From an optimization exercise on the open Yosys and OpenROAD flow, aimed at small area, a short achievable clock period and few clock cycles; shortcuts taken in it are not production practice.
RTL that was checked went through simulation tests only; none was proved equivalent to the original.
Power and IR drop assume default switching activity.

== main ==
==> module pfx_add, before the edit <==
module pfx_add #(parameter W = 16) (a, b, s);
  input  [W-1:0] a, b;
  output [W-1:0] s;
  parameter L = 4;  
  wire [W-1:0] g [0:L];
  wire [W-1:0] p [0:L];
  assign g[0] = a & b;
  assign p[0] = a ^ b;
  genvar k, i;
  generate
    for (k = 0; k < L; k = k + 1) begin : lvl
      for (i = 0; i < W; i = i + 1) begin : bit_
        if (i >= (1 << k)) begin : c
          assign g[k+1][i] = g[k][i] | (p[k][i] & g[k][i-(1<<k)]);
          assign p[k+1][i] = p[k][i] & p[k][i-(1<<k)];
        end else begin : n
          assign g[k+1][i] = g[k][i];
          assign p[k+1][i] = p[k][i];
        end
      end
    end
  endgenerate
  assign s = p[0] ^ {g[L][W-2:0], 1'b0};
endmodule
make LEC_CHECK=0 CAP_MARGIN=20 CORE_MARGIN=2 CORE_UTILIZATION=40 SETUP_SLACK_MARGIN=2.5 SLEW_MARGIN=20 finish   # period 6.0 ns
run.sh (not shown) runs the stock make flow with config.mk's settings and CLKGATE_MAP_FILE= SYNTH_SCRIPT=/design/flow/synth_recipe.tcl, a recipe that flattens the netlist after the stock synthesis.
Testbench counts of main, summed over its fixed seeds: cycles 9,868.
Changes in the feature branch relative to main:
-- flow/design.v --
<<< main, line 121
  input  [W-1:0] a, b;
  output [W-1:0] s;
  parameter L = 4;  
  wire [W-1:0] g [0:L];
  wire [W-1:0] p [0:L];
>>> the feature branch, line 121
  input  [W-1:0] a, b;
  output [W-1:0] s;
  localparam L = $clog2(W);
  wire [W-1:0] g [0:L];
  wire [W-1:0] p [0:L];
Findings:
- The feature branch closes out successfully: all stages finished, all timing, DRC and antenna checks passed.
- Re reported leakage power: no difference whatsoever between the feature branch and main.
- Comparing the feature branch with main, the slack of the critical path came out essentially unchanged.
- Diff main..the feature branch | layout filler cell count | unchanged
- As far as met2 global-route usage goes, the feature branch and main are indistinguishable; the numbers are identical.
- From the feature branch to main, design area did not move at all.
- In terms of power drawn by the clock network, the feature branch and main differ only marginally.
- Re max capacitance violation total: no difference whatsoever between main and the feature branch.
- Met1 wire length came out exactly the same in main and the feature branch.
- Final period utilization: main vs the feature branch, no meaningful difference
For the feature branch, only the layout was checked, not whether the RTL still works.

* * *

The RTL this note starts from:
==> flow/design.v <==
module cpu(clk, reset, read_data, datapath_out, mem_cmd, mem_addr);
  input clk, reset;
  input [15:0] read_data;
  output [15:0] datapath_out;
  output reg [1:0] mem_cmd;   
  output reg [8:0] mem_addr;
  reg [15:0] R [0:7];
  reg [15:0] w1;        
  reg [2:0]  w1b;       
  reg [7:0]  w1a;       
  reg        v1;        
  reg [15:0] ir;
  reg        wd;        
  reg [2:0]  wn;        
  reg        ex;        
  reg        mo;        
  reg        fe;        
  reg        irv;       
  reg [15:0] A, B;
  reg [8:0]  ma;
  reg        mab;       
  reg        inflight;  
  reg        ldwb;      
  reg [2:0]  ld_rd;
  reg        halted;
  reg [8:0]  pc;        
  wire [2:0] opcode = ir[15:13];
  wire [1:0] op     = ir[12:11];
  wire [1:0] sh     = ir[4:3];
  wire is_ldr = opcode == 3'b011;
  wire is_str = opcode == 3'b100;
  wire is_hlt = opcode == 3'b111;
  wire exec   = ex;
  wire memop  = mo;
  reg [15:0] sb;
  always_comb begin
    case (sh)
      2'b00: sb = B;
      2'b01: sb = {B[14:0], 1'b0};
      2'b10: sb = {1'b0, B[15:1]};
      default: sb = {B[15], B[15:1]};
    endcase
  end
  wire [15:0] sum;
  pfx_add #(16) add16 (.a(A), .b(sb), .s(sum));
  reg [15:0] res;
  always_comb begin
    if (opcode == 3'b110)
      res = (op == 2'b10) ? {{8{ir[7]}}, ir[7:0]} : sb;
    else
      case (op)
        2'b00:   res = sum;
        2'b10:   res = A & sb;
        default: res = ~sb;
      endcase
  end
  wire       wr   = wd;
  wire [2:0] wnum = wn;
  wire        wx    = exec & wr;
  wire        we    = ldwb | wx;
  wire [2:0]  waddr = ldwb ? ld_rd : wnum;
  wire [15:0] wdata = ldwb ? read_data : res;
  always_ff @(posedge clk) begin
    if (we) R[waddr] <= wdata;
  end
  wire adv  = ~irv | exec;    
  wire take = ~v1 | adv;      
  wire fetch = fe;
  assign datapath_out = B;
  always_comb mem_addr = memop ? ma : pc;
  wire [2:0] sela = w1[10:8];
  wire [2:0] selb = w1b;
  wire hitxa = wx & (wnum == sela);
  wire hitxb = wx & (wnum == selb);
  wire hitla = ldwb & (ld_rd == sela);
  wire hitlb = ldwb & (ld_rd == selb);
  wire [7:0] oha = w1a;
  wire [7:0] ohb = 8'b1 << selb;
  reg [15:0] ra, rb;
  integer k;
  always_comb begin
    ra = 16'b0;
    rb = 16'b0;
    for (k = 0; k < 8; k = k + 1) begin
      ra = ra | ({16{oha[k]}} & R[k]);
      rb = rb | ({16{ohb[k]}} & R[k]);
    end
  end
  wire [8:0] ma_r;
  pfx_add #(9) addr_r (.a(ra[8:0]), .b({{4{w1[4]}}, w1[4:0]}), .s(ma_r));
  wire [2:0] irb = (ir[14] | ir[13]) ? ir[2:0] : ir[7:5];
  wire hla = ldwb & (ld_rd == ir[10:8]);
  wire hlb = ldwb & (ld_rd == irb);
  wire [8:0] ma_h;
  pfx_add #(9) addr_h (.a(A[8:0]), .b({{4{ir[4]}}, ir[4:0]}), .s(ma_h));
  always_ff @(posedge clk) begin
    if (adv) begin
      ir  <= w1;
      wd  <= (w1[15:13] == 3'b110 && (w1[12:11] == 2'b10 || w1[12:11] == 2'b00)) ||
             (w1[15:13] == 3'b101 && w1[12:11] != 2'b01);
      wn  <= (w1[15:13] == 3'b110 && w1[12:11] == 2'b10) ? w1[10:8] : w1[7:5];
      A   <= hitxa ? res : (hitla ? read_data : ra);
      B   <= hitxb ? res : (hitlb ? read_data : rb);
      ma  <= ma_r;
      mab <= hitxa | hitla;
    end else begin
      if (hla) A <= read_data;
      if (hlb) B <= read_data;
      if (mab) ma <= ma_h;
      mab <= hla;
    end
    if (take) begin
      w1  <= read_data;
      w1b <= (read_data[14] | read_data[13]) ? read_data[2:0] : read_data[7:5];
      w1a <= 8'b1 << read_data[10:8];
    end
    ld_rd <= wnum;
  end
  wire mab_n = adv ? (hitxa | hitla) : hla;
  wire mem_n = adv ? (w1[15:13] == 3'b011 || w1[15:13] == 3'b100) : (is_ldr | is_str);
  wire [15:0] ir_n = adv ? w1 : ir;
  wire [15:0] w1_n = take ? read_data : w1;
  wire irv_n    = adv ? v1 : irv;
  wire v1_n     = take ? inflight : v1;
  wire ldwb_n   = memop & is_ldr;
  wire halted_n = halted | (exec & is_hlt);
  wire ex_n     = irv_n & ~ldwb_n & ~halted_n & ~(mab_n & mem_n);
  wire mo_n     = irv_n & ~ldwb_n & ~halted_n & ~mab_n & mem_n;
  wire wd_n     = adv ? ((w1[15:13] == 3'b110 && (w1[12:11] == 2'b10 || w1[12:11] == 2'b00)) ||
                         (w1[15:13] == 3'b101 && w1[12:11] != 2'b01)) : wd;
  wire [2:0] wn_n = adv ? ((w1[15:13] == 3'b110 && w1[12:11] == 2'b10) ? w1[10:8] : w1[7:5]) : wn;
  wire [8:0] pc_n = fetch ? pc + 9'd1 : pc;
  wire stall_n  = (v1_n & fetch & ex_n & wd_n & (wn_n == w1_n[10:8]) &
                   (w1_n[15:13] == 3'b011 || w1_n[15:13] == 3'b100)) |
                  (v1_n & ldwb_n & (wn == ir_n[10:8]) & (ir_n[15:13] == 3'b011 || ir_n[15:13] == 3'b100));
  wire fe_n     = ~mo_n & ~halted_n & ~stall_n & ~(pc_n[8] & (fetch | v1_n | irv_n));
  always_ff @(posedge clk) begin
    if (reset) begin
      pc       <= 9'd0;
      v1       <= 1'b0;
      irv      <= 1'b0;
      inflight <= 1'b0;
      ldwb     <= 1'b0;
      halted   <= 1'b0;
      ex       <= 1'b0;
      mo       <= 1'b0;
      fe       <= 1'b1;
      mem_cmd  <= 2'b01;
    end else begin
      fe       <= fe_n;
      mem_cmd  <= mo_n ? ((ir_n[15:13] == 3'b100) ? 2'b10 : 2'b01) : (fe_n ? 2'b01 : 2'b00);
      ex <= ex_n;
      mo <= mo_n;
      if (fetch) pc <= pc + 9'd1;
      inflight <= fetch;
      if (take) v1 <= inflight;
      if (adv) irv <= v1;
      ldwb <= memop & is_ldr;
      if (exec & is_hlt) halted <= 1'b1;
    end
  end
endmodule
module pfx_add #(parameter W = 16) (a, b, s);
  input  [W-1:0] a, b;
  output [W-1:0] s;
  parameter L = 4;  
  wire [W-1:0] g [0:L];
  wire [W-1:0] p [0:L];
  assign g[0] = a & b;
  assign p[0] = a ^ b;
  genvar k, i;
  generate
    for (k = 0; k < L; k = k + 1) begin : lvl
      for (i = 0; i < W; i = i + 1) begin : bit_
        if (i >= (1 << k)) begin : c
          assign g[k+1][i] = g[k][i] | (p[k][i] & g[k][i-(1<<k)]);
          assign p[k+1][i] = p[k][i] & p[k][i-(1<<k)];
        end else begin : n
          assign g[k+1][i] = g[k][i];
          assign p[k+1][i] = p[k][i];
        end
      end
    end
  endgenerate
  assign s = p[0] ^ {g[L][W-2:0], 1'b0};
endmodule
export LEC_CHECK = 0
export ABC_AREA = 1
export CAP_MARGIN = 20
export CORE_MARGIN = 2
export CORE_UTILIZATION = 40
export CTS_CLUSTER_DIAMETER = 150
export CTS_CLUSTER_SIZE = 22
export SETUP_SLACK_MARGIN = 2.9
export SLEW_MARGIN = 20
create_clock -name core_clock -period 6.0 [get_ports {clk}]
Change:
--- a/flow/design.v
+++ b/flow/design.v
@@ -2,7 +2,7 @@
   input clk, reset;
   input [15:0] read_data;
   output [15:0] datapath_out;
-  output reg [1:0] mem_cmd;   
+  output reg [1:0] mem_cmd;
   output reg [8:0] mem_addr;
   reg [15:0] R [0:7];
   reg [15:0] w1;        
@@ -14,7 +14,6 @@
   reg [2:0]  wn;        
   reg        ex;        
   reg        mo;        
-  reg        fe;        
   reg        irv;       
   reg [15:0] A, B;
   reg [8:0]  ma;
@@ -65,12 +64,23 @@
   end
   wire adv  = ~irv | exec;    
   wire take = ~v1 | adv;      
-  wire fetch = fe;
+  wire stall_n;
+  wire fetch = ~memop & ~halted & ~stall_n & ~(pc[8] & (inflight | v1 | irv));
   assign datapath_out = B;
-  always_comb mem_addr = memop ? ma : pc;
+  always_comb begin
+    if (memop) begin
+      mem_cmd  = is_str ? 2'b10 : 2'b01;
+      mem_addr = ma;
+    end else begin
+      mem_cmd  = fetch ? 2'b01 : 2'b00;
+      mem_addr = pc;
+    end
+  end
   wire [2:0] sela = w1[10:8];
   wire [2:0] selb = w1b;
   wire hitxa = wx & (wnum == sela);
+  assign stall_n = (v1 & inflight & hitxa & (w1[15:13] == 3'b011 || w1[15:13] == 3'b100)) |
+                   (v1 & hla & (is_ldr | is_str));
   wire hitxb = wx & (wnum == selb);
   wire hitla = ldwb & (ld_rd == sela);
   wire hitlb = ldwb & (ld_rd == selb);
@@ -118,22 +128,6 @@
   end
   wire mab_n = adv ? (hitxa | hitla) : hla;
   wire mem_n = adv ? (w1[15:13] == 3'b011 || w1[15:13] == 3'b100) : (is_ldr | is_str);
-  wire [15:0] ir_n = adv ? w1 : ir;
-  wire [15:0] w1_n = take ? read_data : w1;
-  wire irv_n    = adv ? v1 : irv;
-  wire v1_n     = take ? inflight : v1;
-  wire ldwb_n   = memop & is_ldr;
-  wire halted_n = halted | (exec & is_hlt);
-  wire ex_n     = irv_n & ~ldwb_n & ~halted_n & ~(mab_n & mem_n);
-  wire mo_n     = irv_n & ~ldwb_n & ~halted_n & ~mab_n & mem_n;
-  wire wd_n     = adv ? ((w1[15:13] == 3'b110 && (w1[12:11] == 2'b10 || w1[12:11] == 2'b00)) ||
-                         (w1[15:13] == 3'b101 && w1[12:11] != 2'b01)) : wd;
-  wire [2:0] wn_n = adv ? ((w1[15:13] == 3'b110 && w1[12:11] == 2'b10) ? w1[10:8] : w1[7:5]) : wn;
-  wire [8:0] pc_n = fetch ? pc + 9'd1 : pc;
-  wire stall_n  = (v1_n & fetch & ex_n & wd_n & (wn_n == w1_n[10:8]) &
-                   (w1_n[15:13] == 3'b011 || w1_n[15:13] == 3'b100)) |
-                  (v1_n & ldwb_n & (wn == ir_n[10:8]) & (ir_n[15:13] == 3'b011 || ir_n[15:13] == 3'b100));
-  wire fe_n     = ~mo_n & ~halted_n & ~stall_n & ~(pc_n[8] & (fetch | v1_n | irv_n));
   always_ff @(posedge clk) begin
     if (reset) begin
       pc       <= 9'd0;
@@ -144,13 +138,11 @@
       halted   <= 1'b0;
       ex       <= 1'b0;
       mo       <= 1'b0;
-      fe       <= 1'b1;
-      mem_cmd  <= 2'b01;
     end else begin
-      fe       <= fe_n;
-      mem_cmd  <= mo_n ? ((ir_n[15:13] == 3'b100) ? 2'b10 : 2'b01) : (fe_n ? 2'b01 : 2'b00);
-      ex <= ex_n;
-      mo <= mo_n;
+      ex <= (adv ? v1 : irv) & ~(memop & is_ldr) & ~(halted | (exec & is_hlt)) &
+            ~(mab_n & mem_n);
+      mo <= (adv ? v1 : irv) & ~(memop & is_ldr) & ~(halted | (exec & is_hlt)) &
+            ~mab_n & mem_n;
       if (fetch) pc <= pc + 9'd1;
       inflight <= fetch;
       if (take) v1 <= inflight;
Outcome: Total power came out higher by 1.3%. Area after synthesis came out lower by 3.8%. Wire length came out lower by 3.1%. Critical path depth came out lower by 4. Final cell count came out lower by 7.1%. Maximum frequency came out lower by 2.1%. Via count came out lower by 5.9%. Final area came out lower by 1.1%. Count of clock-buffer cells in the layout came out higher by 1.
Testbench counts after the change, summed over its fixed seeds: cycles 9,929.
Function not checked in the first run of this note: the RTL went through the layout flow alone.

==> static timing again, ports no longer ideal <==
How much do the figures lean on ideal ports? The routed layouts below were timed once more, with nothing changed but the port constraints. Step 1, drivers: a clkbuf_16 drives clk and a buf_2 each remaining input, both assumed. Step 2, shift: input delay + t, output delay - t, t = (earliest + latest rising clock arrival at the registers) / 2. This alone moves slack from input paths to output paths. Three values: ideal ports, drivers, drivers and shift; two values: the first two.
| run | shift t [ns] | setup WS [ns] | hold slack, ns | worst setup path at the end | worst data-port slew with drivers (ns) |
|---|---|---|---|---|---|
| main | 0.486 | 1.981 / 1.981 / 1.579 | 0.517 / 0.517 / 0.517 | input to register | 0.08 |
| the feature branch | 0.486 | 1.981 / 1.981 / 1.579 | 0.517 / 0.517 / 0.517 | input to register | 0.08 |
| the first run of note 2 | 0.542 | 2.996 / 2.996 / 2.888 | 0.405 / 0.405 / 0.405 | input to register | 0.03 |
| the second run of note 2 | 0.534 | 2.931 / 2.885 / 2.963 | 0.473 / 0.473 / 0.473 | register to register | 0.04 |
After both steps setup and hold are still met in every run listed.
